Background: an optimization exercise with open tools, aiming at small area, a short achievable clock period and few clock cycles per item. Do not read the settings as production practice. RTL that was checked went through simulation tests only; none was proved equivalent to the original. Function not checked in runs 1 to 4: the RTL went through the layout flow alone.

==> flow/design.v (outline; a module is shown in full before it is edited, if it fits) <==
// module aes_sbox_n: 161 lines
// module subbytes: 18 lines
// module shiftrows_addkey: 134 lines
// module mixcolumns_addkey: 593 lines
// module g_xor2: 1 lines
// module g_xnor2: 1 lines
// module g_nand2: 1 lines
// module g_nor2: 1 lines
// module g_nand2b: 1 lines
// module g_mux2i: 1 lines
// module g_inv: 1 lines
// module g_nand3: 1 lines
// module g_nand4: 1 lines
// module mux128_n: 135 lines
// module aes_inmux: 272 lines
// module aes_datapath: 12 lines
// module key_expansion: 246 lines
// module key_sbox: 6 lines
// module aes_controller: 19 lines
// module aes_top: 46 lines
module aes_top (
    input          clk,
    input          rst_n,
    input          start,
    input  [127:0] plaintext,
    input  [127:0] cipher_key,
    output [127:0] ciphertext,
    output         done
);
  // ...
==> flow/flow/run.sh <==
#!/bin/bash
# The standard layout (standard.sh) with two changes:
#  - every input and output port gets a buf_1 as its port buffer instead of
#    the default clkdlybuf4s50_1;
#  - no timing repair at floorplan (REMOVE_ABC_BUFFERS=1): its wire-load
#    estimates are pessimistic; timing is repaired after placement instead.
set -euo pipefail
bash standard.sh "BUFFER_PORTS_ARGS=-buffer_cell sky130_fd_sc_hd__buf_1" \
  REMOVE_ABC_BUFFERS=1 finish > layout.log 2>&1
==> flow/standard.sh <==
#!/bin/bash
# synth_recipe.tcl (not shown) runs the flow's synth.tcl, then flattens the netlist and writes it again
# the make line also repeats each setting of config.mk as NAME=value (left out here)
make -C /OpenROAD-flow-scripts/flow DESIGN_CONFIG=/design/flow/config.mk WORK_HOME=/design/flow/orfs CLKGATE_MAP_FILE= SYNTH_SCRIPT=/design/flow/synth_recipe.tcl "${@:-finish}"
==> flow/config.mk <==
export PLATFORM = sky130hd
export DESIGN_NAME = aes_top
export DESIGN_NICKNAME = aes_top
export VERILOG_FILES = /design/flow/design.v
export SDC_FILE = /design/flow/constraint.sdc
export NUM_CORES = 8
export LEC_CHECK = 0
export ABC_AREA = 0
export CAP_MARGIN = 20
export CORE_MARGIN = 2
export CORE_UTILIZATION = 40
export SETUP_SLACK_MARGIN = 0.75
export SLEW_MARGIN = 20
export SYNTH_HIERARCHICAL = 1
export SYNTH_MINIMUM_KEEP_SIZE = 0
==> flow/constraint.sdc <==
create_clock -name core_clock -period 7.0 [get_ports {clk}]
set_input_delay 1.4000 -clock core_clock [delete_from_list [all_inputs] [get_ports {clk}]]
set_output_delay 1.4000 -clock core_clock [all_outputs]
set_load 0.01 [all_outputs]
==> results.py, run 1 <==
metrics = {
    "critical_path": {
        "cp_num_cells": 19,
        "crit_family": "XOR/XNOR gates",
        "required_ns": 7.43,
        "timing.rr.start": "r_q[103]",
    },
    "global_route": {
        "met2_usage_pct": 45.1,
        "antenna_found_initial": 6,
    },
    "cells_and_area": {
        "n_fill_cell": 9495,
        "clockBufferCount": 46,
        "final_cell_mix": "xor2_1, xnor2_1, nand3_1",
        "comb.multi_input.count": 4195,
        "reg.largest.list": "k_q x128, r_q x128, idle x16",
        "syn_to_final_growth_pct": 14.7,
        "sh_seq_area_pct": 13.1,
    },
    "clocking": {
        "cts_setup_buffers": 0,
        "clk_pin_slew_ns": 0.06,
        "cts_hold_buf": 0,
        "cts_max_path_buffers": 3,
    },
    "sta": {
        "fin_setup_tns_ns": 0,
        "fin_crit_sh_pct": 85.3,
        "finalWorstPathRequiredPeriod_ns": 5.97,
        "max_freq_mhz": 167,
        "rsz0062_at_grt": "false",
    },
    "floorplanning": {
        "die_y_um": 314,
        "core_area_um2": 95000,
        "die_area_um2": 98500,
    },
    "logic_synthesis": {
        "synth_top_area_share_pct": 47.5,
        "yosysTopAreaCell": "xor2_1",
        "ys_warn_count": 7,
        "synthAdderAreaFrac_pct": 0,
    },
    "worst_hold_path": {
        "hold_depth": 1,
        "hold_class": "reg2reg",
    },
    "detailed_routing": {
        "wl_met3_um": 11500,
        "drtIter0Drc": 3433,
    },
    "placement": {
        "pre_cts_ws_ns": 0.494,
    },
    "outcome": {
        "status": "complete, no violations",
    },
}
==> run 2, diff against run 1 <==
--- a/flow/config.mk
+++ b/flow/config.mk
@@ -10,5 +10,5 @@
 export CORE_MARGIN = 2
 export CORE_UTILIZATION = 40
-export SETUP_SLACK_MARGIN = 0.75
+export SETUP_SLACK_MARGIN = 1.25
 export SLEW_MARGIN = 20
 export SYNTH_HIERARCHICAL = 1
==> results.py, run 2 <==
metrics = {
    "outcome": {
        "status": "complete, no violations",
    },
    "clocking": {
        "clk_pin_slew_ns": 0.06,
        "htreeDepth": 2,
        "cts_made_buffers": 36,
        "cts_root_buf": "clkbuf_16",
        "cts_max_path_buffers": 3,
        "cts.sinks": 281,
        "cts_tree": "yes",
        "clock_latency_ns": 0.57,
        "cts_hold_buf": 0,
    },
    "cells_and_area": {
        "fin_nets": 5415,
        "final_common_cell": "xor2_1",
        "drive_gt1_share_pct": 8.63,
        "syn_to_final_growth_pct": 17.8,
        "seqCellArea_um2": 5810,
        "final_cell_mix": "xor2_1, xnor2_1, nand3_1",
        "n_fill_cell": 9387,
        "reg.largest.list": "k_q x128, r_q x128, idle x16",
        "multiInputGateArea_um2": 33500,
    },
    "detailed_routing": {
        "first_pass_iters": 6,
        "wl_um": 148000,
        "top_layer": "met5",
        "wl_met1_um": 64700,
        "wl_met3_um": 11800,
        "drtIter0Drc": 3367,
        "routedWlPerCell_um": 22.9,
        "route.vias.total": 33600,
        "route.met2.wl_um": 65600,
        "viasPerCell": 5.20,
        "drc": 0,
        "drtAntennaViolNets": 0,
    },
    "sta": {
        "fin_crit_sh_pct": 80.0,
        "rsz0062_at_grt": "true",
        "fin_worst_skew_ns": 0.0212,
        "slew_headroom_pct": 30.4,
        "max_freq_mhz": 179,
        "setup_slack_ns": 1.40,
        "whs_ns": 0.573,
        "maxSlewViolCount": 0,
        "tightest_slew_ns": 1.01,
        "finalSetupViolCount": 0,
        "finalWorstPathRequiredPeriod_ns": 5.60,
        "hold_viol": 0,
        "fin_setup_tns_ns": 0,
    },
    "critical_path": {
        "worstPathMaxFanout": 9,
        "criticalPathCategory": "in2reg",
        "required_ns": 7.42,
        "reg2reg_depth": 18,
        "path_cells": "buf_1, xor2_1, mux2i_2, xor2_2, xor2_1, nand2_1, xnor2_1, xnor2_1, xor2_1, inv_1, nand2_1, nand3_1, nand2b_1, xor2_1, xnor2_1, xor2_1, xor2_1",
        "worstPathArrival_ns": 6.02,
        "critPathLaunchType": "input port",
        "crit_path_end_kind": "register",
        "path_common_cell": "xor2_1",
        "cpMaxStageDelayCell": "xor2_1",
        "slowest_delay_ns": 0.54,
    },
    "logic_synthesis": {
        "synth_top_area_share_pct": 47.5,
        "yosysTopAreaCell": "xor2_1",
        "ys_warn_count": 7,
        "yosys.cell_count.top_type": "xor2_1",
        "async_flop_share_pct": 8.90,
        "synthTopCellsByArea": "xor2_1, dfxtp_1, xnor2_1, mux2i_1, nand3_1",
        "synth_edf_count": 0,
        "yosysSeqAreaShare_pct": 15.0,
        "ys_types": 20,
        "syn_avg_cell_area_um2": 8.42,
        "ys_ff_latch": 281,
        "synthFlopType": "dfxtp_1",
        "synth_area_um2": 38400,
        "synth.top_cells.by_count": "xor2_1, xnor2_1, nand3_1",
        "synthCells": 4561,
    },
    "placement": {
        "place_hpwl_um": 125000,
        "port_buffers": 387,
        "pre_cts_ws_ns": 0.494,
        "gp_congestion": 1.03,
    },
    "floorplanning": {
        "start_util_pct": 40.4,
        "core_area_um2": 95000,
        "io_pins": 388,
        "die_area_um2": 98500,
        "die_w_um": 314,
        "rows": 113,
        "die_y_um": 314,
    },
    "global_route": {
        "grt_pass1_wl_um": 208000,
        "grt_pass1_vias": 32000,
        "antenna_found_initial": 10,
        "overflow": 0,
        "track_usage_pct": 28.4,
        "grt_max_degree": 26,
    },
    "worst_hold_path": {
        "hold_class": "reg2reg",
        "hold_depth": 1,
    },
    "job": {
        "timing.max_cap.violations": 0,
    },
}
run 2: cell counts after synthesis:
Identical to the previous run, type by type.
run 2: cells by family (layout without fill, tap and decap cells):
logic type	count (synthesis)	count (layout)	share of synthesized area, %
buffers and inverters	85	706	0.844
DFF	281	281	15.0
AOI/OAI and AO/OA	1	1	0.0196
muxes	271	271	7.06
and+or+nand+nor	1292	1292	17.0
other	0	4	0
xor gates and xnor gates	2631	2631	60.0
run 2: path summary, 6_finish.rpt:
path,slack (ns),startpoint,endpoint
setup / recovery,1.40,cipher_key[73],r_q[76]
hold / removal,0.57,rc[5],rc[6]
setup reg to reg,1.45,r_q[8],r_q[76]
hold reg to reg,0.57,rc[5],rc[6]
max in group asynchronous,5.38,rst_n,rc[5]
min in group asynchronous,1.01,rst_n,rc[3]
run 2: Yosys stat by module (local to each module, per instance), excerpt:
module	cell area, µm²	cells
g_nand2	3.75	1
aes_top	5770	281
g_nand2b	6.26	1
g_inv	3.75	1
g_nor2	3.75	1
g_mux2i	10.0	1
g_xor2	8.76	1
aes_controller	293	36
g_nand4	6.26	1
run 2: layout make-up:
type / count / share of cell area, %
flip-flops and latches: 281 / 12.8
inverters: 81 / 0.672
well taps: 1265 / 3.50
diodes: 4 / 0.0221
clock buffers: 46 / 2.25
repair buffers: 561 / 6.13
multi-input cells: 4195 / 74.1
clock inverters: 18 / 0.476
run 2: what timing repair did:
item / 4_1_cts / 5_1_grt
endpoints found under the hold margin: 0 / 0
gates resized for setup: 33 / 178
setup endpoints to repair: 72 / 234
pin swaps: 0 / 10
buffers inserted: 0 / 22
run 2: per-layer routing:
layer,vias to the layer above,global-route usage [%]
met5,-,0
met3,245,4.31
li1,15800,-
met1,16000,39.1
met2,1524,45.2
met4,8,9.29
run 2: stage by stage:
stage / area, µm² / cells / util [%]
6_report: 45300 / 6451 / 47.6
5_1_grt: 45200 / 6448 / 47.6
4_1_cts: 44000 / 6425 / 46.3
3_5_place_dp: 42600 / 6361 / 44.8
3_3_place_gp: 42600 / 6361 / 44.8
2_1_floorplan: 38400 / 4557 / -
run 2: critical path: cells and delay by family:
kind / cells / cell delay (ns)
XOR/XNOR: 10 / 3.01
buffers and inverters: 2 / 0.52
multiplexers: 1 / 0.39
AND/OR/NAND/NOR: 4 / 0.71
==> run 3, diff against run 2 <==
--- a/flow/config.mk
+++ b/flow/config.mk
@@ -10,5 +10,5 @@
 export CORE_MARGIN = 2
 export CORE_UTILIZATION = 40
-export SETUP_SLACK_MARGIN = 1.25
+export SETUP_SLACK_MARGIN = 1.5
 export SLEW_MARGIN = 20
 export SYNTH_HIERARCHICAL = 1
==> results.py, run 3 <==
metrics = {
    "outcome": {
        "status": "complete, no violations",
    },
    "logic_synthesis": {
        "async_flop_share_pct": 8.90,
        "ys_warn_count": 7,
        "synth.top_cells.by_count": "xor2_1, xnor2_1, nand3_1",
        "synth_area_um2": 38400,
        "syn_avg_cell_area_um2": 8.42,
        "ys_types": 20,
        "ys_ff_latch": 281,
        "synthFlopType": "dfxtp_1",
        "yosys.cell_count.top_type": "xor2_1",
        "yosysTopAreaCell": "xor2_1",
        "yosysSeqAreaShare_pct": 15.0,
        "synthTopCellsByArea": "xor2_1, dfxtp_1, xnor2_1, mux2i_1, nand3_1",
        "synth_edf_count": 0,
        "synth_top_area_share_pct": 47.5,
        "synthCells": 4561,
    },
    "critical_path": {
        "path_cells": "buf_1, xor2_1, mux2i_1, xor2_2, xor2_1, xor2_1, nand2_1, xor2_1, xor2_1, xor2_1, inv_1, nand3_1, nand4_1, nor2_1, xnor2_1, xnor2_1, xor2_1, xnor2_1",
        "worstPathMaxFanout": 10,
        "crit_family": "XOR/XNOR gates",
        "worstPathArrival_ns": 5.79,
        "critPathLaunchType": "input port",
        "path_common_cell": "xor2_1",
        "criticalPathCategory": "in2reg",
        "cp_num_buf_inv": 2,
        "cpMaxStageDelayCell": "xnor2_1",
        "required_ns": 7.39,
        "crit_path_end_kind": "register",
        "slowest_delay_ns": 0.48,
    },
    "sta": {
        "fin_worst_skew_ns": 0.0158,
        "tightest_slew_ns": 1.01,
        "max_freq_mhz": 185,
        "maxSlewViolCount": 0,
        "hold_viol": 0,
        "rsz0062_at_grt": "true",
        "fin_crit_sh_pct": 77.1,
        "fin_setup_tns_ns": 0,
        "whs_ns": 0.571,
        "slew_headroom_pct": 32.4,
        "finalSetupViolCount": 0,
        "setup_slack_ns": 1.60,
        "finalWorstPathRequiredPeriod_ns": 5.40,
    },
    "floorplanning": {
        "die_area_um2": 98500,
        "rows": 113,
        "io_pins": 388,
        "die_w_um": 314,
        "core_area_um2": 95000,
        "start_util_pct": 40.4,
        "die_y_um": 314,
    },
    "job": {
        "timing.max_cap.violations": 0,
    },
    "detailed_routing": {
        "viasPerCell": 5.20,
        "wl_um": 150000,
        "drtIter0Drc": 3487,
        "first_pass_iters": 8,
        "drtAntennaViolNets": 0,
        "route.vias.total": 33900,
        "drc": 0,
        "routedWlPerCell_um": 23.0,
    },
    "global_route": {
        "antenna_found_initial": 10,
        "grt_max_degree": 26,
        "grt_pass1_vias": 32200,
        "overflow": 0,
        "grt_pass1_wl_um": 209000,
        "track_usage_pct": 28.5,
    },
    "cells_and_area": {
        "final_common_cell": "xor2_1",
        "drive_gt1_share_pct": 13.1,
        "reg.largest.list": "k_q x128, r_q x128, idle x16",
        "n_fill_cell": 9073,
        "fin_nets": 5480,
        "syn_to_final_growth_pct": 23.3,
        "final_cell_mix": "xor2_1, xnor2_1, nand3_1",
    },
    "clocking": {
        "htreeDepth": 2,
        "cts_root_buf": "clkbuf_16",
        "cts_max_path_buffers": 3,
        "clk_pin_slew_ns": 0.06,
        "cts_made_buffers": 36,
        "cts_tree": "yes",
        "cts_hold_buf": 0,
        "clock_latency_ns": 0.56,
        "cts.sinks": 281,
    },
    "placement": {
        "pre_cts_ws_ns": 0.494,
        "place_hpwl_um": 125000,
        "port_buffers": 387,
        "gp_congestion": 1.03,
    },
    "worst_hold_path": {
        "hold_class": "reg2reg",
    },
}
## run 3: changes by cell type in the layout (fill, tap and decap cells not counted), moves of 3 or more
| cell | delta |
|---|---|
| xor2_2 | +77 |
| buf_4 | +65 |
| xnor2_2 | +3 |
| xnor2_1 | -3 |
| xor2_4 | +26 |
| mux2i_1 | -50 |
| dfxtp_2 | +15 |
| xor2_1 | -103 |
| mux2i_4 | +33 |
| dfxtp_1 | -17 |
| mux2i_2 | +17 |
## run 3: cell families after synthesis
kind of cell | synth area share, %
xor gates and xnor gates | 60.0
and+or+nand+nor | 17.0
DFF | 15.0
muxes | 7.06
buffers and inverters | 0.844
AOI/OAI and AO/OA | 0.0196
## run 3: layout make-up
class,count,area [µm²],share of cell area [%]
Antenna cell,6,15.0,0.0317
Clock buffer,46,1020,2.15
Clock inverter,18,215,0.455
Inverter,81,304,0.642
Multi-Input combinational cell,4195,35100,74.1
Sequential cell,281,5840,12.3
Tap cell,1265,1580,3.34
Timing Repair Buffer,626,3260,6.90
## run 3: final timing paths
kind | start | to | slack [ns] | depth (start not counted)
min reg2reg | rc[5] | rc[6] | 0.57 | 1
max reg2reg | k_q[73] | r_q[76] | 1.65 | 19
min | rc[5] | rc[6] | 0.57 | 1
max | cipher_key[70] | r_q[69] | 1.60 | 18
max in group asynchronous | rst_n | rc[5] | 5.37 | 1
min in group asynchronous | rst_n | rc[3] | 1.02 | 1
## run 3: Yosys stat by module (local to each module, per instance), excerpt
module / cells inside / copies in the design / cell area, µm²
aes_controller: 36 / 1 / 293
g_nand2: 1 / 320 / 3.75
g_nor2: 1 / 60 / 3.75
g_xnor2: 1 / 544 / 8.76
g_nand4: 1 / 100 / 6.26
g_xor2: 1 / 2084 / 8.76
g_mux2i: 1 / 256 / 10.0
g_nand2b: 1 / 320 / 6.26
g_inv: 1 / 80 / 3.75
g_nand3: 1 / 480 / 5.00
aes_top: 281 / 1 / 5770
## run 3: routing by layer
| metal | global-route usage (%) | routed length (µm) |
|---|---|---|
| met2 | 45.6 | 67100 |
| met4 | 9.25 | 5750 |
| met5 | 0 | 68 |
| met3 | 4.55 | 12900 |
| met1 | 39.0 | 64100 |
## run 3: repair_timing
item	in CTS	in global routing
buffers inserted	0	87
gates resized for setup	107	341
hold endpoints to repair	0	0
endpoints found under the setup margin	187	254
pin swaps	2	52
## run 3: through the flow
step	utilization [%]	cell area, µm²	cells
floorplan	-	38400	4557
global placement	44.8	42600	6361
detailed placement	44.8	42600	6361
CTS	46.8	44500	6425
global route	49.8	47300	6513
finish	49.8	47300	6518
==> run 4, diff against run 3 <==
--- a/flow/config.mk
+++ b/flow/config.mk
@@ -10,5 +10,5 @@
 export CORE_MARGIN = 2
 export CORE_UTILIZATION = 40
-export SETUP_SLACK_MARGIN = 1.5
+export SETUP_SLACK_MARGIN = 1.75
 export SLEW_MARGIN = 20
 export SYNTH_HIERARCHICAL = 1
==> results.py, run 4 <==
metrics = {
    "critical_path": {
        "criticalPathCategory": "reg2reg",
        "timing.rr.start": "r_q[59]",
        "worstPathArrival_ns": 5.66,
        "crit_start": "r_q[59]",
        "critPathLaunchType": "register",
        "worstPathMaxFanout": 10,
        "required_ns": 7.49,
        "crit_path_end_kind": "register",
    },
    "cells_and_area": {
        "reg.largest.list": "k_q x128, r_q x128, idle x16",
        "drive_gt1_share_pct": 19.2,
        "n_fill_cell": 8701,
        "multiInputGateArea_um2": 37300,
        "fin_cells": 6584,
        "final_cell_mix": "xor2_1, xnor2_1, nand3_1",
        "syn_to_final_growth_pct": 30.5,
        "fin_nets": 5550,
        "final_util_pct": 52.7,
        "seqCellArea_um2": 5910,
        "final_common_cell": "xor2_1",
    },
    "sta": {
        "tightest_slew_ns": 1.02,
        "setup_slack_ns": 1.82,
        "fin_crit_sh_pct": 74.0,
        "fin_setup_tns_ns": 0,
        "finalSetupViolCount": 0,
        "rsz0062_at_grt": "true",
        "maxSlewViolCount": 0,
        "fin_worst_skew_ns": 0.0233,
        "max_freq_mhz": 193,
        "hold_viol": 0,
        "finalWorstPathRequiredPeriod_ns": 5.18,
        "slew_headroom_pct": 31.7,
    },
    "floorplanning": {
        "die_y_um": 314,
        "die_area_um2": 98500,
        "start_util_pct": 40.4,
        "rows": 113,
        "io_pins": 388,
        "core_area_um2": 95000,
        "die_w_um": 314,
    },
    "placement": {
        "gp_congestion": 1.03,
        "placed_cells": 6361,
        "port_buffers": 387,
        "pre_cts_ws_ns": 0.494,
        "place_hpwl_um": 125000,
    },
    "detailed_routing": {
        "drtIter0Drc": 3580,
        "wl_um": 153000,
        "first_pass_iters": 6,
        "drtAntennaViolNets": 0,
        "drc": 0,
        "routedWlPerCell_um": 23.2,
        "route.vias.total": 34400,
        "viasPerCell": 5.23,
    },
    "clocking": {
        "cts_made_buffers": 36,
        "clk_pin_slew_ns": 0.07,
        "cts_tree": "yes",
        "cts_max_path_buffers": 3,
        "cts.sinks": 281,
        "cts_root_buf": "clkbuf_16",
        "clock_latency_ns": 0.57,
        "htreeDepth": 2,
    },
    "logic_synthesis": {
        "synthCells": 4561,
        "synthFlopType": "dfxtp_1",
        "synth_top_area_share_pct": 47.5,
        "syn_avg_cell_area_um2": 8.42,
        "synth_area_um2": 38400,
        "ys_warn_count": 7,
        "yosys.cell_count.top_type": "xor2_1",
        "async_flop_share_pct": 8.90,
        "ys_ff_latch": 281,
        "synth_edf_count": 0,
        "ys_types": 20,
        "yosysSeqAreaShare_pct": 15.0,
        "yosysTopAreaCell": "xor2_1",
        "synthTopCellsByArea": "xor2_1, dfxtp_1, xnor2_1, mux2i_1, nand3_1",
        "synth.top_cells.by_count": "xor2_1, xnor2_1, nand3_1",
    },
    "worst_hold_path": {
        "hold_class": "reg2reg",
        "hold_start": "rc[5]",
    },
    "global_route": {
        "grt_pass1_wl_um": 211000,
        "antenna_found_initial": 8,
        "grt_max_degree": 26,
        "grt_pass1_vias": 32500,
        "track_usage_pct": 28.7,
        "overflow": 0,
    },
    "outcome": {
        "status": "complete, no violations",
    },
    "job": {
        "timing.max_cap.violations": 0,
    },
}
run 4: cell count changes in the layout (fill, tap and decap cells not counted), moves of 27 or more:
cell	change
xor2_4	+27
mux2i_4	+45
xor2_1	-157
buf_4	+69
dfxtp_1	-34
xor2_2	+130
run 4: area by class of cell:
class                           count  area share [%]
Clock inverter                     18           0.429
Multi-Input combinational cell   4195            74.3
Timing Repair Buffer              696            7.62
Inverter                           81           0.607
Clock buffer                       46            2.03
Antenna cell                        2         0.00999
Tap cell                         1265            3.16
Sequential cell                   281            11.8
run 4: path summary, 6_finish.rpt:
| check | endpoint | slack, ns | cells after the start |
|---|---|---|---|
| setup reg to reg | r_q[58] | 1.82 | 23 |
| max in group asynchronous | rc[5] | 5.36 | 1 |
| setup / recovery | r_q[58] | 1.82 | 23 |
| hold reg to reg | rc[6] | 0.57 | 1 |
| min in group asynchronous | rc[3] | 1.02 | 1 |
| hold / removal | rc[6] | 0.57 | 1 |
run 4: metrics by stage:
step / hold WS, ns / instance area, µm²
global route: 0.587 / 50100
global placement: 0.561 / 42600
CTS: 0.569 / 45500
floorplan: 0.546 / 38400
detailed placement: 0.565 / 42600
finish: 0.570 / 50100
run 4: what timing repair did:
action | CTS | global route
pin swaps | 16 | 104
gates resized for setup | 262 | 532
hold buffers | 0 | 0
endpoints found under the setup margin | 256 | 254
setup buffers | 21 | 136
run 4: logic make-up (layout without fill, tap and decap cells):
family                    count (synthesis)  after routing  synth area share, %
xor gates and xnor gates               2631           2631                 60.0
and+or+nand+nor                        1292           1292                 17.0
DFF                                     281            281                 15.0
muxes                                   271            271                 7.06
buffers and inverters                    85            841                0.844
AOI/OAI and AO/OA                         1              1               0.0196
other                                     0              2                    0
run 4: modules after synthesis, one instance, submodules excluded, a selection:
module / cell area, µm² / cells inside
g_nand2: 3.75 / 1
g_nand2b: 6.26 / 1
g_inv: 3.75 / 1
aes_controller: 293 / 36
aes_top: 5770 / 281
g_nand3: 5.00 / 1
g_mux2i: 10.0 / 1
g_nand4: 6.26 / 1
g_xnor2: 8.76 / 1
g_xor2: 8.76 / 1
g_nor2: 3.75 / 1
run 4: metal layers:
| metal | GRT usage (%) | wire length (µm) |
|---|---|---|
| met1 | 39.3 | 64500 |
| met2 | 46.4 | 69400 |
| met3 | 4.59 | 12800 |
| met4 | 8.74 | 5990 |
| met5 | 0 | 51 |
run 4: critical path: stages, from the launching register on:
cell,delay [ns]
dfxtp_1,0.53
xor2_1,0.38
xor2_1,0.27
xor2_2,0.30
mux2i_2,0.11
buf_4,0.18
xor2_4,0.29
xor2_2,0.28
xor2_2,0.24
nand2_1,0.12
xor2_2,0.23
xor2_1,0.20
xor2_1,0.16
buf_4,0.17
inv_1,0.15
nand3_1,0.18
nand3_1,0.09
nor2_1,0.23
nand2b_4,0.20
xor2_1,0.17
xnor2_1,0.14
buf_4,0.17
xor2_1,0.17
xor2_1,0.16
==> module aes_sbox_n, before the edit <==
module aes_sbox_n(
    input [7:0] a,
    output [7:0] y
);
  wire n1, n2, n3, n4, n5, n6, n7, n8, n9, n10, n11, n12, n13, n14, n15, n16;
  wire n17, n18, n19, n20, n21, n22, n23, n24, n25, n26, n27, n28, n29, n30, n31, n32;
  wire n33, n34, n35, n36, n37, n38, n39, n40, n41, n42, n43, n44, n45, n46, n47, n48;
  wire n49, n50, n51, n52, n53, n54, n55, n56, n57, n58, n59, n60, n61, n62, n63, n64;
  wire n65, n66, n67, n68, n69, n70, n71, n72, n73, n74, n75, n76, n77, n78, n79, n80;
  wire n81, n82, n83, n84, n85, n86, n87, n88, n89, n90, n91, n92, n93, n94, n95, n96;
  wire n97, n98, n99, n100, n101, n102, n103, n104, n105, n106, n107, n108, n109, n110, n111, n112;
  wire n113, n114, n115, n116, n117, n118, n119, n120, n121, n122, n123, n124, n125, n126, n127, n128;
  wire n129, n130, n131, n132, n133, n134, n135, n136, n137, n138, n139;
  g_xor2 un1 (.a(a[7]), .b(a[4]), .y(n1));
  g_xor2 un2 (.a(a[7]), .b(a[2]), .y(n2));
  g_xor2 un3 (.a(a[7]), .b(a[1]), .y(n3));
  g_xor2 un4 (.a(a[4]), .b(a[2]), .y(n4));
  g_xor2 un5 (.a(a[3]), .b(a[1]), .y(n5));
  g_xor2 un6 (.a(n1), .b(n5), .y(n6));
  g_xor2 un7 (.a(a[6]), .b(a[5]), .y(n7));
  g_xnor2 un8 (.a(a[0]), .b(n6), .y(n8));
  g_xnor2 un9 (.a(a[0]), .b(n7), .y(n9));
  g_xor2 un10 (.a(n6), .b(n7), .y(n10));
  g_xor2 un11 (.a(a[6]), .b(a[2]), .y(n11));
  g_xor2 un12 (.a(a[5]), .b(a[2]), .y(n12));
  g_xor2 un13 (.a(n3), .b(n4), .y(n13));
  g_xor2 un14 (.a(n6), .b(n11), .y(n14));
  g_xor2 un15 (.a(n5), .b(n11), .y(n15));
  g_xor2 un16 (.a(n5), .b(n12), .y(n16));
  g_xor2 un17 (.a(n9), .b(n16), .y(n17));
  g_xor2 un18 (.a(a[4]), .b(a[0]), .y(n18));
  g_xor2 un19 (.a(n7), .b(n18), .y(n19));
  g_xor2 un20 (.a(n1), .b(n19), .y(n20));
  g_xor2 un21 (.a(a[1]), .b(a[0]), .y(n21));
  g_xor2 un22 (.a(n7), .b(n21), .y(n22));
  g_xor2 un23 (.a(n2), .b(n22), .y(n23));
  g_xor2 un24 (.a(n2), .b(n10), .y(n24));
  g_xor2 un25 (.a(n20), .b(n17), .y(n25));
  g_xor2 un26 (.a(n3), .b(n16), .y(n26));
  g_xor2 un27 (.a(n1), .b(n12), .y(n27));
  g_nand2 un28 (.a(n13), .b(n6), .y(n28));
  g_nand2 un29 (.a(n23), .b(n8), .y(n29));
  g_xnor2 un30 (.a(n14), .b(n28), .y(n30));
  g_nand2b un31 (.a(n19), .b(a[0]), .y(n31));
  g_xor2 un32 (.a(n31), .b(n28), .y(n32));
  g_nand2 un33 (.a(n3), .b(n16), .y(n33));
  g_nand2 un34 (.a(n22), .b(n9), .y(n34));
  g_xnor2 un35 (.a(n26), .b(n33), .y(n35));
  g_nand2 un36 (.a(n20), .b(n17), .y(n36));
  g_xor2 un37 (.a(n36), .b(n33), .y(n37));
  g_nand2 un38 (.a(n1), .b(n15), .y(n38));
  g_nand2 un39 (.a(n4), .b(n27), .y(n39));
  g_xor2 un40 (.a(n39), .b(n38), .y(n40));
  g_nand2 un41 (.a(n2), .b(n10), .y(n41));
  g_xor2 un42 (.a(n41), .b(n38), .y(n42));
  g_xnor2 un43 (.a(n30), .b(n29), .y(n43));
  g_xor2 un44 (.a(n32), .b(n24), .y(n44));
  g_xnor2 un45 (.a(n35), .b(n34), .y(n45));
  g_xor2 un46 (.a(n37), .b(n42), .y(n46));
  g_xor2 un47 (.a(n43), .b(n40), .y(n47));
  g_xor2 un48 (.a(n44), .b(n42), .y(n48));
  g_xor2 un49 (.a(n45), .b(n40), .y(n49));
  g_xor2 un50 (.a(n46), .b(n25), .y(n50));
  g_inv un51 (.a(n47), .y(n51));
  g_inv un52 (.a(n48), .y(n52));
  g_inv un53 (.a(n49), .y(n53));
  g_inv un54 (.a(n50), .y(n54));
  g_nand3 un55 (.a(n52), .b(n53), .c(n54), .y(n55));
  g_nand3 un56 (.a(n52), .b(n49), .c(n50), .y(n56));
  g_nand2 un57 (.a(n51), .b(n50), .y(n57));
  g_nand2 un58 (.a(n51), .b(n52), .y(n58));
  g_nand4 un59 (.a(n55), .b(n56), .c(n57), .d(n58), .y(n59));
  g_nand3 un60 (.a(n52), .b(n49), .c(n54), .y(n60));
  g_nand3 un61 (.a(n47), .b(n53), .c(n50), .y(n61));
  g_nand3 un62 (.a(n47), .b(n48), .c(n53), .y(n62));
  g_nand4 un63 (.a(n60), .b(n61), .c(n58), .d(n62), .y(n63));
  g_nand2 un64 (.a(n53), .b(n54), .y(n64));
  g_nand2 un65 (.a(n48), .b(n53), .y(n65));
  g_nand3 un66 (.a(n51), .b(n52), .c(n54), .y(n66));
  g_nand3 un67 (.a(n47), .b(n48), .c(n54), .y(n67));
  g_nand4 un68 (.a(n64), .b(n65), .c(n66), .d(n67), .y(n68));
  g_nand3 un69 (.a(n51), .b(n49), .c(n50), .y(n69));
  g_nand3 un70 (.a(n47), .b(n52), .c(n54), .y(n70));
  g_nand3 un71 (.a(n51), .b(n48), .c(n49), .y(n71));
  g_nand4 un72 (.a(n64), .b(n69), .c(n70), .d(n71), .y(n72));
  g_nand3 un73 (.a(n52), .b(n53), .c(n50), .y(n73));
  g_nand3 un74 (.a(n51), .b(n49), .c(n54), .y(n74));
  g_nand3 un75 (.a(n51), .b(n48), .c(n54), .y(n75));
  g_nand3 un76 (.a(n47), .b(n52), .c(n53), .y(n76));
  g_nand3 un77 (.a(n73), .b(n74), .c(n61), .y(n77));
  g_nand3 un78 (.a(n75), .b(n71), .c(n76), .y(n78));
  g_nor2 un79 (.a(n77), .b(n78), .y(n79));
  g_nand3 un80 (.a(n48), .b(n53), .c(n54), .y(n80));
  g_nand3 un81 (.a(n51), .b(n52), .c(n50), .y(n81));
  g_nand3 un82 (.a(n56), .b(n80), .c(n69), .y(n82));
  g_nand3 un83 (.a(n81), .b(n67), .c(n62), .y(n83));
  g_nor2 un84 (.a(n82), .b(n83), .y(n84));
  g_nand2 un85 (.a(n51), .b(n54), .y(n85));
  g_nand3 un86 (.a(n47), .b(n48), .c(n49), .y(n86));
  g_nand3 un87 (.a(n85), .b(n58), .c(n86), .y(n87));
  g_nand2 un88 (.a(n52), .b(n53), .y(n88));
  g_nand3 un89 (.a(n47), .b(n49), .c(n50), .y(n89));
  g_nand3 un90 (.a(n64), .b(n88), .c(n89), .y(n90));
  g_nand4 un91 (.a(n56), .b(n74), .c(n67), .d(n76), .y(n91));
  g_nand2b un92 (.a(n6), .b(n90), .y(n92));
  g_nand2b un93 (.a(n8), .b(n72), .y(n93));
  g_nor2 un94 (.a(n68), .b(a[0]), .y(n94));
  g_nand2b un95 (.a(n16), .b(n87), .y(n95));
  g_nand2b un96 (.a(n9), .b(n63), .y(n96));
  g_nand2b un97 (.a(n17), .b(n59), .y(n97));
  g_nand2b un98 (.a(n15), .b(n84), .y(n98));
  g_nand2 un99 (.a(n91), .b(n27), .y(n99));
  g_nand2b un100 (.a(n10), .b(n79), .y(n100));
  g_nand2b un101 (.a(n13), .b(n90), .y(n101));
  g_nand2b un102 (.a(n23), .b(n72), .y(n102));
  g_nand2b un103 (.a(n19), .b(n68), .y(n103));
  g_nand2b un104 (.a(n3), .b(n87), .y(n104));
  g_nand2b un105 (.a(n22), .b(n63), .y(n105));
  g_nand2b un106 (.a(n20), .b(n59), .y(n106));
  g_nand2b un107 (.a(n1), .b(n84), .y(n107));
  g_nand2 un108 (.a(n91), .b(n4), .y(n108));
  g_nand2b un109 (.a(n2), .b(n79), .y(n109));
  g_xor2 un110 (.a(n107), .b(n108), .y(n110));
  g_xor2 un111 (.a(n96), .b(n102), .y(n111));
  g_xnor2 un112 (.a(n92), .b(n94), .y(n112));
  g_xor2 un113 (.a(n93), .b(n101), .y(n113));
  g_xor2 un114 (.a(n100), .b(n104), .y(n114));
  g_xor2 un115 (.a(n95), .b(n107), .y(n115));
  g_xnor2 un116 (.a(n108), .b(n115), .y(n116));
  g_xnor2 un117 (.a(n92), .b(n113), .y(n117));
  g_xor2 un118 (.a(n97), .b(n105), .y(n118));
  g_xor2 un119 (.a(n98), .b(n99), .y(n119));
  g_xnor2 un120 (.a(n99), .b(n114), .y(n120));
  g_xnor2 un121 (.a(n106), .b(n112), .y(n121));
  g_xnor2 un122 (.a(n94), .b(n97), .y(n122));
  g_xnor2 un123 (.a(n96), .b(n110), .y(n123));
  g_xor2 un124 (.a(n98), .b(n107), .y(n124));
  g_xnor2 un125 (.a(n101), .b(n111), .y(n125));
  g_xnor2 un126 (.a(n102), .b(n110), .y(n126));
  g_xnor2 un127 (.a(n103), .b(n111), .y(n127));
  g_xnor2 un128 (.a(n104), .b(n118), .y(n128));
  g_xnor2 un129 (.a(n109), .b(n114), .y(n129));
  g_xor2 un130 (.a(n110), .b(n111), .y(n130));
  g_xor2 un131 (.a(n111), .b(n117), .y(n131));
  g_xor2 un132 (.a(n113), .b(n122), .y(n132));
  g_xor2 un133 (.a(n128), .b(n112), .y(n133));
  g_xor2 un134 (.a(n125), .b(n119), .y(n134));
  g_xor2 un135 (.a(n116), .b(n120), .y(n135));
  g_xor2 un136 (.a(n117), .b(n119), .y(n136));
  g_xor2 un137 (.a(n118), .b(n120), .y(n137));
  g_xor2 un138 (.a(n121), .b(n124), .y(n138));
  g_xor2 un139 (.a(n121), .b(n127), .y(n139));
  g_xor2 un140 (.a(n116), .b(n134), .y(y[7]));
  g_xnor2 un141 (.a(n126), .b(n136), .y(y[6]));
  g_xnor2 un142 (.a(n129), .b(n138), .y(y[5]));
  g_xor2 un143 (.a(n116), .b(n131), .y(y[4]));
  g_xor2 un144 (.a(n130), .b(n132), .y(y[3]));
  g_xor2 un145 (.a(n135), .b(n139), .y(y[2]));
  g_xnor2 un146 (.a(n123), .b(n137), .y(y[1]));
  g_xnor2 un147 (.a(n116), .b(n133), .y(y[0]));
endmodule
==> run 5, diff against run 4 <==
--- a/flow/design.v
+++ b/flow/design.v
@@ -12,7 +12,7 @@
   wire n113, n114, n115, n116, n117, n118, n119, n120, n121, n122, n123, n124, n125, n126, n127, n128;
   wire n129, n130, n131, n132, n133, n134, n135, n136, n137, n138, n139;
-  g_xor2 un1 (.a(a[7]), .b(a[4]), .y(n1));
-  g_xor2 un2 (.a(a[7]), .b(a[2]), .y(n2));
-  g_xor2 un3 (.a(a[7]), .b(a[1]), .y(n3));
+  g_xnor2 un1 (.a(a[7]), .b(a[4]), .y(n1));
+  g_xnor2 un2 (.a(a[7]), .b(a[2]), .y(n2));
+  g_xnor2 un3 (.a(a[7]), .b(a[1]), .y(n3));
   g_xor2 un4 (.a(a[4]), .b(a[2]), .y(n4));
   g_xor2 un5 (.a(a[3]), .b(a[1]), .y(n5));
@@ -20,41 +20,41 @@
   g_xor2 un7 (.a(a[6]), .b(a[5]), .y(n7));
   g_xnor2 un8 (.a(a[0]), .b(n6), .y(n8));
-  g_xnor2 un9 (.a(a[0]), .b(n7), .y(n9));
+  g_xor2 un9 (.a(a[0]), .b(n7), .y(n9));
   g_xor2 un10 (.a(n6), .b(n7), .y(n10));
   g_xor2 un11 (.a(a[6]), .b(a[2]), .y(n11));
   g_xor2 un12 (.a(a[5]), .b(a[2]), .y(n12));
   g_xor2 un13 (.a(n3), .b(n4), .y(n13));
-  g_xor2 un14 (.a(n6), .b(n11), .y(n14));
-  g_xor2 un15 (.a(n5), .b(n11), .y(n15));
-  g_xor2 un16 (.a(n5), .b(n12), .y(n16));
-  g_xor2 un17 (.a(n9), .b(n16), .y(n17));
+  g_xnor2 un14 (.a(n6), .b(n11), .y(n14));
+  g_xnor2 un15 (.a(n5), .b(n11), .y(n15));
+  g_xnor2 un16 (.a(n5), .b(n12), .y(n16));
+  g_xnor2 un17 (.a(n9), .b(n16), .y(n17));
   g_xor2 un18 (.a(a[4]), .b(a[0]), .y(n18));
-  g_xor2 un19 (.a(n7), .b(n18), .y(n19));
-  g_xor2 un20 (.a(n1), .b(n19), .y(n20));
+  g_xnor2 un19 (.a(n7), .b(n18), .y(n19));
+  g_xnor2 un20 (.a(n1), .b(n19), .y(n20));
   g_xor2 un21 (.a(a[1]), .b(a[0]), .y(n21));
-  g_xor2 un22 (.a(n7), .b(n21), .y(n22));
-  g_xor2 un23 (.a(n2), .b(n22), .y(n23));
+  g_xnor2 un22 (.a(n7), .b(n21), .y(n22));
+  g_xnor2 un23 (.a(n2), .b(n22), .y(n23));
   g_xor2 un24 (.a(n2), .b(n10), .y(n24));
   g_xor2 un25 (.a(n20), .b(n17), .y(n25));
   g_xor2 un26 (.a(n3), .b(n16), .y(n26));
-  g_xor2 un27 (.a(n1), .b(n12), .y(n27));
-  g_nand2 un28 (.a(n13), .b(n6), .y(n28));
-  g_nand2 un29 (.a(n23), .b(n8), .y(n29));
-  g_xnor2 un30 (.a(n14), .b(n28), .y(n30));
-  g_nand2b un31 (.a(n19), .b(a[0]), .y(n31));
+  g_xnor2 un27 (.a(n1), .b(n12), .y(n27));
+  g_nor2 un28 (.a(n13), .b(n6), .y(n28));
+  g_nor2 un29 (.a(n23), .b(n8), .y(n29));
+  g_xor2 un30 (.a(n14), .b(n28), .y(n30));
+  g_nor2 un31 (.a(n19), .b(a[0]), .y(n31));
   g_xor2 un32 (.a(n31), .b(n28), .y(n32));
-  g_nand2 un33 (.a(n3), .b(n16), .y(n33));
-  g_nand2 un34 (.a(n22), .b(n9), .y(n34));
-  g_xnor2 un35 (.a(n26), .b(n33), .y(n35));
-  g_nand2 un36 (.a(n20), .b(n17), .y(n36));
+  g_nor2 un33 (.a(n3), .b(n16), .y(n33));
+  g_nor2 un34 (.a(n22), .b(n9), .y(n34));
+  g_xor2 un35 (.a(n26), .b(n33), .y(n35));
+  g_nor2 un36 (.a(n20), .b(n17), .y(n36));
   g_xor2 un37 (.a(n36), .b(n33), .y(n37));
-  g_nand2 un38 (.a(n1), .b(n15), .y(n38));
+  g_nor2 un38 (.a(n1), .b(n15), .y(n38));
   g_nand2 un39 (.a(n4), .b(n27), .y(n39));
-  g_xor2 un40 (.a(n39), .b(n38), .y(n40));
-  g_nand2 un41 (.a(n2), .b(n10), .y(n41));
+  g_xnor2 un40 (.a(n39), .b(n38), .y(n40));
+  g_nor2 un41 (.a(n2), .b(n10), .y(n41));
   g_xor2 un42 (.a(n41), .b(n38), .y(n42));
-  g_xnor2 un43 (.a(n30), .b(n29), .y(n43));
+  g_xor2 un43 (.a(n30), .b(n29), .y(n43));
   g_xor2 un44 (.a(n32), .b(n24), .y(n44));
-  g_xnor2 un45 (.a(n35), .b(n34), .y(n45));
+  g_xor2 un45 (.a(n35), .b(n34), .y(n45));
   g_xor2 un46 (.a(n37), .b(n42), .y(n46));
   g_xor2 un47 (.a(n43), .b(n40), .y(n47));
@@ -103,42 +103,42 @@
   g_nand3 un90 (.a(n64), .b(n88), .c(n89), .y(n90));
   g_nand4 un91 (.a(n56), .b(n74), .c(n67), .d(n76), .y(n91));
-  g_nand2b un92 (.a(n6), .b(n90), .y(n92));
-  g_nand2b un93 (.a(n8), .b(n72), .y(n93));
+  g_nor2 un92 (.a(n90), .b(n6), .y(n92));
+  g_nor2 un93 (.a(n72), .b(n8), .y(n93));
   g_nor2 un94 (.a(n68), .b(a[0]), .y(n94));
-  g_nand2b un95 (.a(n16), .b(n87), .y(n95));
-  g_nand2b un96 (.a(n9), .b(n63), .y(n96));
-  g_nand2b un97 (.a(n17), .b(n59), .y(n97));
-  g_nand2b un98 (.a(n15), .b(n84), .y(n98));
+  g_nor2 un95 (.a(n87), .b(n16), .y(n95));
+  g_nor2 un96 (.a(n63), .b(n9), .y(n96));
+  g_nor2 un97 (.a(n59), .b(n17), .y(n97));
+  g_nor2 un98 (.a(n84), .b(n15), .y(n98));
   g_nand2 un99 (.a(n91), .b(n27), .y(n99));
-  g_nand2b un100 (.a(n10), .b(n79), .y(n100));
-  g_nand2b un101 (.a(n13), .b(n90), .y(n101));
-  g_nand2b un102 (.a(n23), .b(n72), .y(n102));
-  g_nand2b un103 (.a(n19), .b(n68), .y(n103));
-  g_nand2b un104 (.a(n3), .b(n87), .y(n104));
-  g_nand2b un105 (.a(n22), .b(n63), .y(n105));
-  g_nand2b un106 (.a(n20), .b(n59), .y(n106));
-  g_nand2b un107 (.a(n1), .b(n84), .y(n107));
+  g_nor2 un100 (.a(n79), .b(n10), .y(n100));
+  g_nor2 un101 (.a(n90), .b(n13), .y(n101));
+  g_nor2 un102 (.a(n72), .b(n23), .y(n102));
+  g_nor2 un103 (.a(n68), .b(n19), .y(n103));
+  g_nor2 un104 (.a(n87), .b(n3), .y(n104));
+  g_nor2 un105 (.a(n63), .b(n22), .y(n105));
+  g_nor2 un106 (.a(n59), .b(n20), .y(n106));
+  g_nor2 un107 (.a(n84), .b(n1), .y(n107));
   g_nand2 un108 (.a(n91), .b(n4), .y(n108));
-  g_nand2b un109 (.a(n2), .b(n79), .y(n109));
-  g_xor2 un110 (.a(n107), .b(n108), .y(n110));
+  g_nor2 un109 (.a(n79), .b(n2), .y(n109));
+  g_xnor2 un110 (.a(n107), .b(n108), .y(n110));
   g_xor2 un111 (.a(n96), .b(n102), .y(n111));
-  g_xnor2 un112 (.a(n92), .b(n94), .y(n112));
+  g_xor2 un112 (.a(n92), .b(n94), .y(n112));
   g_xor2 un113 (.a(n93), .b(n101), .y(n113));
   g_xor2 un114 (.a(n100), .b(n104), .y(n114));
   g_xor2 un115 (.a(n95), .b(n107), .y(n115));
   g_xnor2 un116 (.a(n108), .b(n115), .y(n116));
-  g_xnor2 un117 (.a(n92), .b(n113), .y(n117));
+  g_xor2 un117 (.a(n92), .b(n113), .y(n117));
   g_xor2 un118 (.a(n97), .b(n105), .y(n118));
-  g_xor2 un119 (.a(n98), .b(n99), .y(n119));
+  g_xnor2 un119 (.a(n98), .b(n99), .y(n119));
   g_xnor2 un120 (.a(n99), .b(n114), .y(n120));
-  g_xnor2 un121 (.a(n106), .b(n112), .y(n121));
-  g_xnor2 un122 (.a(n94), .b(n97), .y(n122));
-  g_xnor2 un123 (.a(n96), .b(n110), .y(n123));
+  g_xor2 un121 (.a(n106), .b(n112), .y(n121));
+  g_xor2 un122 (.a(n94), .b(n97), .y(n122));
+  g_xor2 un123 (.a(n96), .b(n110), .y(n123));
   g_xor2 un124 (.a(n98), .b(n107), .y(n124));
-  g_xnor2 un125 (.a(n101), .b(n111), .y(n125));
-  g_xnor2 un126 (.a(n102), .b(n110), .y(n126));
-  g_xnor2 un127 (.a(n103), .b(n111), .y(n127));
-  g_xnor2 un128 (.a(n104), .b(n118), .y(n128));
-  g_xnor2 un129 (.a(n109), .b(n114), .y(n129));
+  g_xor2 un125 (.a(n101), .b(n111), .y(n125));
+  g_xor2 un126 (.a(n102), .b(n110), .y(n126));
+  g_xor2 un127 (.a(n103), .b(n111), .y(n127));
+  g_xor2 un128 (.a(n104), .b(n118), .y(n128));
+  g_xor2 un129 (.a(n109), .b(n114), .y(n129));
   g_xor2 un130 (.a(n110), .b(n111), .y(n130));
   g_xor2 un131 (.a(n111), .b(n117), .y(n131));
--- a/flow/config.mk
+++ b/flow/config.mk
@@ -10,5 +10,5 @@
 export CORE_MARGIN = 2
 export CORE_UTILIZATION = 40
-export SETUP_SLACK_MARGIN = 1.75
+export SETUP_SLACK_MARGIN = 1.25
 export SLEW_MARGIN = 20
 export SYNTH_HIERARCHICAL = 1
==> results.py, run 5 <==
metrics = {
    "global_route": {
        "use_met1_pct": 40.6,
        "grt_pass1_vias": 32600,
        "met2_usage_pct": 45.8,
        "busiest_layer": "met2",
        "grt_pass1_wl_um": 212000,
        "antenna_found_initial": 4,
        "grt_max_degree": 26,
        "track_usage_pct": 29.3,
        "overflow": 0,
        "grt_use_met3_pct": 4.77,
    },
    "cells_and_area": {
        "final_common_cell": "xor2_1",
        "reg.largest.list": "k_q x128, r_q x128, idle x16",
        "n_fill_cell": 9277,
        "syn_to_final_growth_pct": 18.2,
        "fin_nets": 5404,
        "drive_gt1_share_pct": 8.31,
        "multiInputGateArea_um2": 32700,
        "seqCellArea_um2": 5810,
        "final_cell_mix": "xor2_1, nor2_1, xnor2_1",
    },
    "clocking": {
        "clk_pin_slew_ns": 0.06,
        "htreeDepth": 2,
        "cts_max_path_buffers": 3,
        "cts_made_buffers": 38,
        "cts_tree": "yes",
        "clock_latency_ns": 0.58,
        "cts_root_buf": "clkbuf_16",
        "cts.sinks": 281,
    },
    "detailed_routing": {
        "drtIter0Drc": 3696,
        "drc": 0,
        "drtAntennaViolNets": 0,
        "route.vias.total": 33900,
        "first_pass_iters": 7,
        "routedWlPerCell_um": 23.1,
        "viasPerCell": 5.28,
        "wl_um": 148000,
    },
    "sta": {
        "whs_ns": 0.581,
        "rsz0062_at_grt": "true",
        "fin_crit_sh_pct": 80.6,
        "slew_headroom_pct": 21.4,
        "finalWorstPathRequiredPeriod_ns": 5.64,
        "maxSlewViolCount": 0,
        "hold_viol": 0,
        "max_freq_mhz": 177,
        "finalSetupViolCount": 0,
        "fin_setup_tns_ns": 0,
        "fin_worst_skew_ns": 0.0278,
        "tightest_slew_ns": 1.17,
    },
    "critical_path": {
        "rrSetupSlack_ns": 1.41,
        "slowest_delay_ns": 0.46,
        "path_common_cell": "xor2_1",
        "reg2reg_depth": 19,
        "criticalPathCategory": "in2reg",
        "path_cells": "buf_1, mux2i_2, xor2_2, xor2_2, xor2_1, nor2_1, xor2_1, xor2_1, xor2_1, inv_1, nand3_1, nand4_1, nor2_1, xor2_2, xor2_1, xor2_1, xor2_2, xor2_1",
        "worstReg2RegEnd": "r_q[5]",
        "cp_num_buf_inv": 2,
        "crit_family": "XOR/XNOR gates",
        "cpMaxStageDelayCell": "xor2_2",
        "crit_path_end_kind": "register",
        "worstPathArrival_ns": 6.12,
        "timing.rr.start": "r_q[116]",
        "required_ns": 7.48,
        "critPathLaunchType": "input port",
        "worstPathMaxFanout": 10,
    },
    "floorplanning": {
        "rows": 112,
        "io_pins": 388,
        "die_w_um": 311,
        "die_area_um2": 96500,
        "die_y_um": 311,
        "core_area_um2": 93200,
        "start_util_pct": 40.3,
    },
    "job": {
        "timing.max_cap.violations": 0,
    },
    "logic_synthesis": {
        "yosysSeqAreaShare_pct": 15.4,
        "synthTopCellsByArea": "xor2_1, dfxtp_1, xnor2_1, mux2i_1, nand3_1",
        "syn_avg_cell_area_um2": 8.24,
        "ys_types": 19,
        "yosysTopAreaCell": "xor2_1",
        "synthCells": 4561,
        "synth.top_cells.by_count": "xor2_1, xnor2_1, nor2_1",
        "ys_warn_count": 7,
        "ys_ff_latch": 281,
        "synth_top_area_share_pct": 48.5,
        "synth_area_um2": 37600,
        "async_flop_share_pct": 8.90,
        "synth_edf_count": 0,
        "synthFlopType": "dfxtp_1",
        "yosys.cell_count.top_type": "xor2_1",
    },
    "outcome": {
        "status": "complete, no violations",
    },
    "worst_hold_path": {
        "hold_end": "rc[7]",
        "hold_class": "reg2reg",
        "hold_depth": 1,
        "hold_start": "rc[6]",
    },
    "placement": {
        "place_hpwl_um": 126000,
        "gp_congestion": 1.03,
        "port_buffers": 387,
    },
}
==> run 5: changes by cell type after synthesis, sizes merged <==
| cell | delta |
|---|---|
| nand2 | -140 |
| nor2 | +460 |
| nand2b | -320 |
==> run 5: layer usage <==
layer  vias to the layer above  part of all wire (%)  routed length, µm
met5                         -                 0.014                 21
met4                         4                   4.0               5960
met3                       283                   8.7              12900
met2                      1755                    44              65300
met1                     16100                    43              64300
li1                      15800                     -                  -
==> run 5: Yosys stat by module, one instance, submodules excluded, a selection <==
module | cell area (µm²) | times used
aes_controller | 293 | 1
aes_top | 5770 | 1
g_inv | 3.75 | 80
g_mux2i | 10.0 | 256
g_nand2 | 3.75 | 180
g_nand4 | 6.26 | 100
g_nor2 | 3.75 | 520
g_xnor2 | 8.76 | 544
g_xor2 | 8.76 | 2084
==> run 5: worst max-delay path by stage <==
| stage | start | endpoint | slack (ns) | cells past startpoint |
|---|---|---|---|---|
| 4_1_cts | r_q[23] | r_q[37] | 1.22 | 21 |
| 3_5_place_dp | cipher_key[31] | k_q[7] | 0.44 | 18 |
| 6_report | cipher_key[25] | k_q[7] | 1.36 | 18 |
| 5_1_grt | r_q[81] | r_q[122] | 1.21 | 21 |
| 2_1_floorplan | cipher_key[1] | k_q[106] | 1.31 | 18 |
| 3_3_place_gp | cipher_key[31] | k_q[7] | 0.44 | 18 |
==> run 5: timing repair <==
| action | in CTS | in global routing |
|---|---|---|
| endpoints found under the setup margin | 72 | 231 |
| pin swaps | 0 | 18 |
| setup buffers | 0 | 18 |
| hold buffers | 0 | 0 |
| resized for setup | 33 | 168 |
==> run 5: cell families after synthesis <==
group	count (synthesis)	synth area share, %
AO/OA/AOI/OAI	1	0.0200
XOR/XNOR	2631	61.3
buffers and inverters	85	0.862
flip-flops	281	15.4
multiplexers	271	7.21
AND/OR/NAND/NOR	1292	15.3
==> run 5: cell type report <==
| cell class | instances | area share [%] |
|---|---|---|
| antenna | 2 | 0.0113 |
| clock inverter | 21 | 0.617 |
| clock buffer | 49 | 2.42 |
| sequential | 281 | 13.1 |
| tap | 1254 | 3.53 |
| multi-input combinational | 4195 | 73.7 |
| timing repair buffer | 548 | 5.99 |
| inverter | 81 | 0.684 |
==> run 5: per-stage QoR <==
step / std cells / util, % / area [µm²] / worst slack (ns)
3_5_place_dp: 6341 / 44.7 / 41700 / 0.435
2_1_floorplan: 4557 / - / 37600 / 1.31
3_3_place_gp: 6341 / 44.7 / 41700 / 0.441
5_1_grt: 6429 / 47.7 / 44400 / 1.21
4_1_cts: 6411 / 46.4 / 43200 / 1.22
6_report: 6431 / 47.7 / 44400 / 1.36
Testbench counts of run 5, summed over its fixed seeds: cycles 5,632, blocks 512.
==> run 6, diff against run 5 <==
--- a/flow/config.mk
+++ b/flow/config.mk
@@ -9,5 +9,6 @@
 export CAP_MARGIN = 20
 export CORE_MARGIN = 2
-export CORE_UTILIZATION = 40
+export CORE_UTILIZATION = 55
+export PLACE_DENSITY = 0.75
 export SETUP_SLACK_MARGIN = 1.25
 export SLEW_MARGIN = 20
==> results.py, run 6 <==
metrics = {
    "logic_synthesis": {
        "synth_edf_count": 0,
        "synthTopCellsByArea": "xor2_1, dfxtp_1, xnor2_1, mux2i_1, nand3_1",
        "yosysSeqAreaShare_pct": 15.4,
        "yosys.cell_count.top_type": "xor2_1",
        "yosysTopAreaCell": "xor2_1",
        "synthCells": 4561,
        "ys_ff_latch": 281,
        "synth_top_area_share_pct": 48.5,
        "ys_warn_count": 7,
        "synthFlopType": "dfxtp_1",
        "synth.top_cells.by_count": "xor2_1, xnor2_1, nor2_1",
        "async_flop_share_pct": 8.90,
        "synth_area_um2": 37600,
        "ys_types": 19,
        "syn_avg_cell_area_um2": 8.24,
    },
    "clocking": {
        "cts_tree": "yes",
        "cts_hold_buf": 0,
        "clk_pin_slew_ns": 0.07,
        "htreeDepth": 2,
        "cts.sinks": 281,
        "cts_max_path_buffers": 3,
        "cts_root_buf": "clkbuf_16",
        "cts_made_buffers": 35,
        "clock_latency_ns": 0.56,
    },
    "global_route": {
        "grt_pass1_wl_um": 200000,
        "grt_max_degree": 26,
        "track_usage_pct": 37.6,
        "grt_pass1_vias": 32700,
        "overflow": 0,
        "antenna_found_initial": 5,
    },
    "placement": {
        "placed_cells": 5962,
        "post_dp_cell_area_um2": 41200,
        "place_hpwl_um": 117000,
        "port_buffers": 387,
        "gp_congestion": 1.11,
        "pre_cts_ws_ns": 0.540,
    },
    "sta": {
        "max_freq_mhz": 177,
        "rsz0062_at_grt": "true",
        "finalSetupViolCount": 0,
        "maxSlewViolCount": 0,
        "hold_viol": 0,
        "fin_crit_sh_pct": 80.6,
        "fin_worst_skew_ns": 0.0225,
        "finalWorstPathRequiredPeriod_ns": 5.64,
        "fin_setup_tns_ns": 0,
        "whs_ns": 0.574,
        "slew_headroom_pct": 30.9,
        "setup_slack_ns": 1.36,
        "tightest_slew_ns": 1.03,
    },
    "critical_path": {
        "critPathLaunchType": "register",
        "crit_path_end_kind": "register",
        "criticalPathCategory": "reg2reg",
        "cp_num_buf_inv": 2,
        "cpMaxStageDelayCell": "dfxtp_1",
        "path_common_cell": "xor2_1",
        "crit_family": "XOR/XNOR gates",
        "path_cells": "xor2_1, xor2_1, xor2_1, mux2i_1, xor2_2, xor2_2, xor2_1, nor2_1, xor2_1, xor2_1, xor2_1, buf_4, inv_1, nand3_1, nand4_1, nor2_1, xor2_1, xor2_1, xor2_1, xor2_1",
        "slowest_delay_ns": 0.54,
        "required_ns": 7.49,
        "worstPathArrival_ns": 6.13,
        "worstPathMaxFanout": 10,
    },
    "floorplanning": {
        "die_y_um": 265,
        "io_pins": 388,
        "rows": 95,
        "core_area_um2": 67400,
        "die_area_um2": 70500,
        "die_w_um": 265,
        "start_util_pct": 55.8,
    },
    "cells_and_area": {
        "fin_nets": 5397,
        "fin_cells": 6037,
        "final_common_cell": "xor2_1",
        "n_fill_cell": 6018,
        "diodes": 0,
        "final_cell_area_um2": 43500,
        "final_cell_mix": "xor2_1, nor2_1, xnor2_1",
        "syn_to_final_growth_pct": 15.8,
        "drive_gt1_share_pct": 7.36,
        "reg.largest.list": "k_q x128, r_q x128, idle x16",
    },
    "detailed_routing": {
        "drtIter0Drc": 3943,
        "drtAntennaViolNets": 0,
        "route.vias.total": 34400,
        "wl_um": 140000,
        "drc": 0,
        "routedWlPerCell_um": 23.2,
        "first_pass_iters": 8,
        "viasPerCell": 5.69,
    },
    "outcome": {
        "status": "complete, no violations",
    },
    "job": {
        "timing.max_cap.violations": 0,
    },
    "worst_hold_path": {
        "hold_class": "reg2reg",
    },
}
run 6: modules after synthesis (local to each module, per instance), a selection:
module / flip-flops and latches / cells / area (µm²)
g_nand2: 0 / 1 / 3.75
g_mux2i: 0 / 1 / 10.0
g_nand3: 0 / 1 / 5.00
g_xnor2: 0 / 1 / 8.76
g_nor2: 0 / 1 / 3.75
g_inv: 0 / 1 / 3.75
g_xor2: 0 / 1 / 8.76
g_nand4: 0 / 1 / 6.26
aes_controller: 0 / 36 / 293
aes_top: 281 / 281 / 5770
run 6: kinds of logic (layout without fill, tap and decap cells):
family / count (synthesis) / after routing / share of synthesized area, %
buffers and inverters: 85 / 688 / 0.862
multiplexers: 271 / 271 / 7.21
AND/OR/NAND/NOR: 1292 / 1292 / 15.3
XOR/XNOR: 2631 / 2631 / 61.3
flip-flops: 281 / 281 / 15.4
AO/OA/AOI/OAI: 1 / 1 / 0.0200
run 6: repair_timing:
action / 4_1_cts / 5_1_grt
resized for setup: 33 / 124
endpoints found under the setup margin: 61 / 202
pin swaps: 0 / 15
buffers inserted: 0 / 12
run 6: per-layer routing:
| layer | global-route usage [%] | part of all wire, % | vias up | wire, µm |
|---|---|---|---|---|
| met1 | 49.0 | 41 | 16100 | 57000 |
| met3 | 6.68 | 9.4 | 372 | 13100 |
| met5 | 0 | 0.050 | - | 70 |
| met2 | 59.7 | 44 | 2046 | 61600 |
| li1 | - | - | 15800 | - |
| met4 | 18.4 | 5.7 | 10 | 7930 |
run 6: worst register-to-register path, stage by stage (launching register included):
cell and delay (ns):
dfxtp_1 0.54, xor2_1 0.37, xor2_1 0.23, xor2_1 0.45
mux2i_1 0.21, xor2_2 0.35, xor2_2 0.35, xor2_1 0.34
nor2_1 0.10, xor2_1 0.34, xor2_1 0.24, xor2_1 0.17
buf_4 0.18, inv_1 0.16, nand3_1 0.18, nand4_1 0.16
nor2_1 0.23, xor2_1 0.28, xor2_1 0.31, xor2_1 0.22
xor2_1 0.15
run 6: layout make-up:
cell class	count	area (µm²)	area share, %
clock buffer	47	1040	2.40
clock inverter	16	199	0.457
inverter	81	304	0.698
multi-input combinational	4195	32500	74.6
sequential	281	5810	13.3
tap	873	1090	2.51
timing repair buffer	544	2630	6.05
run 6: through the flow:
stage | util [%]
6_report | 64.6
5_1_grt | 64.6
4_1_cts | 63.3
3_5_place_dp | 61.2
3_3_place_gp | 61.2
2_1_floorplan | -
run 6: path summary, 6_finish.rpt:
check	from	to	slack (ns)	cells past startpoint
setup reg to reg	r_q[98]	r_q[74]	1.36	20
min in group asynchronous	rst_n	done_q	0.93	1
hold reg to reg	rc[4]	rc[5]	0.57	1
max in group asynchronous	rst_n	rc[1]	5.56	1
setup / recovery	r_q[98]	r_q[74]	1.36	20
hold / removal	rc[4]	rc[5]	0.57	1
==> run 7, diff against run 6 <==
--- a/flow/config.mk
+++ b/flow/config.mk
@@ -10,5 +10,5 @@
 export CORE_MARGIN = 2
 export CORE_UTILIZATION = 55
-export PLACE_DENSITY = 0.75
+export PLACE_DENSITY = 0.8
 export SETUP_SLACK_MARGIN = 1.25
 export SLEW_MARGIN = 20
==> results.py, run 7 <==
metrics = {
    "cells_and_area": {
        "fin_nets": 5405,
        "final_cell_mix": "xor2_1, xnor2_1, nor2_1",
        "drive_gt1_share_pct": 7.71,
        "multiInputGateArea_um2": 32500,
        "fin_cells": 6048,
    },
    "logic_synthesis": {
        "yosys.cell_count.top_type": "xor2_1",
        "synthCells": 4561,
        "ys_ff_latch": 281,
        "synthTopCellsByArea": "xor2_1, dfxtp_1, xnor2_1, mux2i_1, nand3_1",
        "async_flop_share_pct": 8.90,
        "syn_avg_cell_area_um2": 8.24,
        "ys_warn_count": 7,
        "synth_edf_count": 0,
    },
    "outcome": {
        "status": "complete, no violations",
    },
    "detailed_routing": {
        "viasPerCell": 5.70,
        "routedWlPerCell_um": 23.0,
        "wl_um": 139000,
        "wl_met3_um": 13700,
        "drtIter0Drc": 3777,
        "top_layer": "met5",
    },
    "critical_path": {
        "worstPathMaxFanout": 10,
        "worstPathArrival_ns": 6.11,
        "criticalPathCategory": "reg2reg",
        "crit_path_end_kind": "register",
        "crit_family": "XOR/XNOR gates",
        "cpMaxStageDelayCell": "dfxtp_1",
        "slowest_delay_ns": 0.47,
        "path_common_cell": "xor2_1",
    },
    "sta": {
        "finalSetupViolCount": 0,
        "hold_viol": 0,
        "tightest_slew_ns": 1.06,
        "slew_headroom_pct": 28.8,
        "fin_setup_tns_ns": 0,
        "fin_worst_skew_ns": 0.0282,
        "fin_crit_sh_pct": 80.9,
        "max_freq_mhz": 176,
    },
    "floorplanning": {
        "start_util_pct": 55.8,
        "die_area_um2": 70500,
    },
    "placement": {
        "gp_congestion": 1.04,
        "place_hpwl_um": 116000,
        "port_buffers": 387,
    },
    "clocking": {
        "cts_made_buffers": 35,
        "htreeDepth": 2,
        "cts_max_path_buffers": 3,
    },
    "global_route": {
        "overflow": 0,
        "track_usage_pct": 37.5,
    },
    "job": {
        "timing.max_cap.violations": 0,
    },
}
-- run 7: per-module statistics from Yosys (local to each module, per instance), a selection --
module          copies in the design  flip-flops and latches  area, µm²  cells
aes_top                            1                     281       5770    281
g_nor2                           520                       0       3.75      1
g_inv                             80                       0       3.75      1
g_xnor2                          544                       0       8.76      1
g_nand3                          480                       0       5.00      1
g_nand2                          180                       0       3.75      1
g_xor2                          2084                       0       8.76      1
g_mux2i                          256                       0       10.0      1
g_nand4                          100                       0       6.26      1
aes_controller                     1                       0        293     36
-- run 7: cell type report --
class | instances | area share (%)
antenna | 2 | 0.0115
clock buffer | 47 | 2.34
clock inverter | 17 | 0.456
inverter | 81 | 0.697
multi-input combinational | 4195 | 74.5
sequential | 281 | 13.3
tap | 873 | 2.50
timing repair buffer | 552 | 6.17
-- run 7: cell families (layout without fill, tap and decap cells) --
| group | after synthesis | count (layout) | synth area share [%] |
|---|---|---|---|
| flip-flops | 281 | 281 | 15.4 |
| AND/OR/NAND/NOR | 1292 | 1292 | 15.3 |
| other | 0 | 2 | 0 |
| buffers and inverters | 85 | 697 | 0.862 |
| XOR/XNOR | 2631 | 2631 | 61.3 |
| AO/OA/AOI/OAI | 1 | 1 | 0.0200 |
| multiplexers | 271 | 271 | 7.21 |
-- run 7: timing repair --
item | CTS | global route
pin swaps | 0 | 14
buffers inserted | 0 | 20
endpoints found under the hold margin | 0 | 0
resized for setup | 33 | 132
setup endpoints to repair | 58 | 225
-- run 7: through the flow --
step,hold WS (ns),instance area (µm²),worst slack [ns],util (%)
4_1_cts,0.580,42700,1.25,63.3
6_report,0.577,43600,1.33,64.7
5_1_grt,0.600,43600,1.18,64.7
2_1_floorplan,0.546,37600,1.31,-
3_3_place_gp,0.568,41200,0.625,61.2
3_5_place_dp,0.573,41200,0.592,61.2
-- run 7: final timing paths --
path                          from       end  cells past startpoint  slack, ns
max                        r_q[83]  r_q[118]                     20       1.33
min                          rc[6]     rc[7]                      1       0.58
max reg2reg                r_q[83]  r_q[118]                     20       1.33
min reg2reg                  rc[6]     rc[7]                      1       0.58
max in group asynchronous    rst_n     rc[7]                      1       5.57
min in group asynchronous    rst_n     rc[4]                      1       0.94
-- run 7: layer usage --
layer	global-route usage, %	vias to the layer above
met5	0	-
met2	57.9	2021
met4	20.7	6
met3	7.44	392
met1	48.9	16200
li1	-	15800

[what the ideal ports hide]
The flow's constraints put no driver on any port. The routed layouts listed below were extracted and timed again, unchanged, in two steps.
Step 1 sets driving cells, clkbuf_16 on the clock port and buf_2 on the other inputs (assumed; they add their load-dependent delay and slew).
Step 2 also shifts input and output timing later by t, the mid clock arrival at the registers, as if the neighbouring blocks saw the same clock.
Three values: ideal, step 1, step 2; two values: the first two.
run | t, ns | setup WS [ns] | clock arrival spread, ns | slew at the worst register clock pin (ns) | cell pins on the clock port's net
run 1 | 0.617 | 1.029 / 1.029 / 0.484 | 0.020 / 0.019 | 0.07 / 0.07 | 1
run 2 | 0.617 | 1.399 / 1.438 / 0.821 | 0.025 / 0.024 | 0.07 / 0.07 | 1
run 3 | 0.620 | 1.602 / 1.639 / 1.019 | 0.020 / 0.020 | 0.07 / 0.07 | 1
run 4 | 0.618 | 1.822 / 1.822 / 1.270 | 0.025 / 0.026 | 0.07 / 0.07 | 1
run 5 | 0.633 | 1.357 / 1.401 / 0.768 | 0.028 / 0.028 | 0.06 / 0.06 | 1
run 6 | 0.611 | 1.361 / 1.361 / 0.837 | 0.023 / 0.023 | 0.07 / 0.07 | 1
run 7 | 0.615 | 1.334 / 1.334 / 0.801 | 0.029 / 0.029 | 0.07 / 0.07 | 1
After both steps every run listed still meets setup and hold. The setup slack of run 5, which loses most, moves by +0.044 ns with the drivers and by -0.589 ns with both steps.
